This is an optimization exercise on Yosys and OpenROAD, whose aim is a short achievable clock period and few clock cycles, not a production implementation. At most, simulation tests tie the RTL to the original design; equivalence was not proved. No activity file was given, so power comes from the tool's default toggle rates.

## microprocessor
module microprocessor #(parameter N = 8, ROM_addressBits = 6, RF_addressBits = 3) (
  input  logic                           clk             ,
  input  logic                           rst_n           ,
  input  logic [ 3+2*(RF_addressBits):0] ROM_data        ,
  input  logic [                  N-1:0] SRAM_data       ,
  output logic                           overflowPC      ,
  output logic                           ROM_readEnable  ,
  output logic                           SRAM_readEnable ,
  output logic                           SRAM_writeEnable,
  output logic [    ROM_addressBits-1:0] ROM_address     ,
  output logic [(2**RF_addressBits)-1:0] SRAM_address    ,
  output logic [                  N-1:0] SRAM_data_in
);
Size in the first run: ~1700 cells after synthesis, roughly 370 flip-flops.
Settings: LEC_CHECK=0, CAP_MARGIN=20, CORE_MARGIN=2, CORE_UTILIZATION=40, SETUP_SLACK_MARGIN=3.5, SLEW_MARGIN=20; clock period 6.0 ns.
run.sh (not shown) runs the stock make flow with config.mk's settings and CLKGATE_MAP_FILE= SYNTH_SCRIPT=/design/flow/synth_recipe.tcl, a recipe that flattens the netlist after the stock synthesis.
Rerun with:
- CORE_UTILIZATION: 40 -> 65
Critical path depth rose by 1.
Wire length fell by 6.1%.
Sequential share of layout area rose by 1.4 points.
Worst setup slack improved by 12 ps.
Via count is about the same.
Die area fell by 38%.
Total power fell by 3.3%.
Synthesized cell count is unchanged.
Register-to-register slack is about the same.
Function was not checked in any run of this note: the RTL went through the layout flow alone.

========
tundra:
microprocessor, a different RTL version from the one above (not shown whole).
Size: roughly 690 flip-flops, ~46 I/O pins, about 32000 sq um of cells after synthesis.
// microprocessor
module microprocessor #(parameter N = 8, ROM_addressBits = 6, RF_addressBits = 3) (
  input  logic                           clk             ,
  input  logic                           rst_n           ,
  input  logic [ 3+2*(RF_addressBits):0] ROM_data        ,
  input  logic [                  N-1:0] SRAM_data       ,
  output logic                           overflowPC      ,
  output logic                           ROM_readEnable  ,
  output logic                           SRAM_readEnable ,
  output logic                           SRAM_writeEnable,
  output logic [    ROM_addressBits-1:0] ROM_address     ,
  output logic [(2**RF_addressBits)-1:0] SRAM_address    ,
  output logic [                  N-1:0] SRAM_data_in
);
clock: 6.0 ns
lec_check: 0
abc_clock_period_in_ps: 2000
cap_margin: 20
core_margin: 2
core_utilization: 40
setup_slack_margin: 3.5
slew_margin: 20
diff inputs: tundra => indigo
# tundra
export LEC_CHECK = 0
export ABC_CLOCK_PERIOD_IN_PS = 2000
export CAP_MARGIN = 20
export CORE_MARGIN = 2
export CORE_UTILIZATION = 40
export SETUP_SLACK_MARGIN = 3.5
export SLEW_MARGIN = 20
create_clock -name core_clock -period 6.0 [get_ports {clk}]
# indigo
export LEC_CHECK = 0
export CAP_MARGIN = 20
export CORE_MARGIN = 2
export CORE_UTILIZATION = 40
export SETUP_SLACK_MARGIN = 3.5
export SLEW_MARGIN = 20
create_clock -name core_clock -period 6.0 [get_ports {clk}]
Findings:
- As far as non-clock buffer share of cell area goes, tundra and indigo are indistinguishable; the numbers are identical.
- Comparing indigo against tundra, there is no change at all in post-route cell area.
- From tundra to indigo, number of resized instances in the post-cts repair step did not move at all.
- For wire length reported by the detailed router, tundra and indigo come out practically identical.
- tundra -> indigo: maximum fanout encountered on the critical timing path delta 0, exact match
- Compared with tundra, in indigo setup slack saw little to no change; utilization held; share of cells above drive strength 1 shows no meaningful change; sequential cell area in the final layout neither gained nor lost much.
- indigo -> tundra: detailed-routing iteration count for the pre-antenna-repair pass delta 0, exact match
- Global-route congestion overflow total came out exactly the same in indigo and tundra.
No functional check of the RTL was part of any run of this note.

========
microprocessor, a different RTL version from the one above (not shown whole).
Size: roughly 2400 cells after synthesis, roughly 610 flip-flops, roughly 27000 um^2 of cells after synthesis.
export LEC_CHECK = 0
export CAP_MARGIN = 20
export CORE_MARGIN = 2
export CORE_UTILIZATION = 40
export SETUP_SLACK_MARGIN = 2.5
export SLEW_MARGIN = 20
create_clock -name core_clock -period 6.0 [get_ports {clk}]
Testbench counts at the start, summed over its fixed seeds: cycles 23,296.
Change:
Settings changed: ABC_CLOCK_PERIOD_IN_PS from default to 2500, SETUP_SLACK_MARGIN 2.5 to 3.5.
The new run produced a clean layout.
Clock power came out higher by about 2%.
Cell area came out higher by 9.3%.
Core utilization came out higher by 4.7 points.
Change:
Settings changed: ABC_CLOCK_PERIOD_IN_PS 2500 to default, SETUP_SLACK_MARGIN 3.5 to default.
Result:
- The changed run completed with no timing, DRC or antenna violations
- area after synthesis stays the same
- power came out lower by 27%
- global-route usage is lower by 3.4 points
- worst hold slack is about the same
- setup slack got worse by 1.2 ns

========
Setup of P:
Another version of the RTL of microprocessor (not shown whole).
Size in the first run: about 1900 cells after synthesis, roughly 460 flip-flops, roughly 0.022 mm^2 of cells after synthesis.
==> flow/config.mk <==
export PLATFORM = sky130hd
export DESIGN_NAME = microprocessor
export DESIGN_NICKNAME = microprocessor
export VERILOG_FILES = /design/flow/design.v
export SDC_FILE = /design/flow/constraint.sdc
export NUM_CORES = 4
export LEC_CHECK = 0
export CAP_MARGIN = 20
export CORE_MARGIN = 2
export CORE_UTILIZATION = 40
export SETUP_SLACK_MARGIN = 3.5
export SLEW_MARGIN = 20
==> flow/constraint.sdc <==
create_clock -name core_clock -period 6.0 [get_ports {clk}]
set_input_delay 1.2000 -clock core_clock [delete_from_list [all_inputs] [get_ports {clk}]]
set_output_delay 1.2000 -clock core_clock [all_outputs]
set_load 0.01 [all_outputs]
P reached the end of the flow, and the finished layout is clean on the timing, design-rule and antenna checks.
For Q, these inputs were changed with respect to P:
Settings: SETUP_SLACK_MARGIN changed from 3.5 to 4.5.
Findings:
Lower synthesis-to-layout area growth was reported by P, not Q. Part of the total power dissipated in sequential elements was higher in the run labelled P. | total wire length after detailed routing | Q vs P | 12 mm higher |. The sequential cell count was comparable across Q and P. In the reports for Q and P, the larger portion of the clock cycle consumed by the worst path in the final layout belongs to P. Against P, number of nets in the finished design in Q rose by more than 10%. Reported for Q and P, instance count of the mapped netlist turned out identical to the last digit. Note that the final cell count recorded for Q amounts to 1.10 times the value seen in P. The sequential share of layout area reported for Q is smaller than that of P by 8.2 points. In Q, the global-route usage came out 3.4 points above the value in P. Q packs its core tighter than P.
No functional check of the RTL was part of any run of this note.

## static timing again, ports no longer ideal
Ports are ideal in the flow. The routed layouts listed here were re-timed in OpenROAD.
Step 1 (the two cells are an assumption about what drives the block):
set clk [get_ports {clk}]
set_driving_cell -lib_cell sky130_fd_sc_hd__clkbuf_16 $clk
set_driving_cell -lib_cell sky130_fd_sc_hd__buf_2 [delete_from_list [all_inputs] $clk]
Step 2 times the ports against the registers' clock, not the clock port: input delays grow and output delays shrink by t, the midpoint of the rising clock arrivals with the driver on.
Slacks: no drivers / after step 1 / after step 2; pairs: no drivers / after step 1.
run | shift t [ns] | setup slack, ns | hold slack, ns | worst setup path after step 2
the first run of note 1 | 0.629 | 3.194 / 3.194 / 2.995 | 0.441 / 0.441 / 0.441 | input to register
the second run of note 1 | 0.587 | 3.206 / 3.206 / 2.749 | 0.432 / 0.432 / 0.432 | input to register
tundra | 0.705 | 2.497 / 2.497 / 1.846 | 0.440 / 0.440 / 0.440 | input to register
indigo | 0.705 | 2.497 / 2.497 / 1.846 | 0.440 / 0.440 / 0.440 | input to register
the first run of note 3 | 0.680 | 1.803 / 1.805 / 1.149 | 0.432 / 0.432 / 0.432 | input to register
the second run of note 3 | 0.686 | 2.007 / 2.038 / 1.362 | 0.418 / 0.418 / 0.418 | input to register
the third run of note 3 | 0.680 | 0.801 / 0.829 / 0.165 | 0.421 / 0.421 / 0.421 | input to register
P | 0.650 | 2.704 / 2.704 / 2.704 | 0.372 / 0.372 / 0.372 | register to register
Q | 0.656 | 2.734 / 2.734 / 2.734 | 0.388 / 0.388 / 0.388 | register to register
After both steps every run listed still meets setup and hold. For the first run of note 3, which loses most, drivers alone change the setup slack by +0.002 ns; drivers and shift together by -0.654 ns.
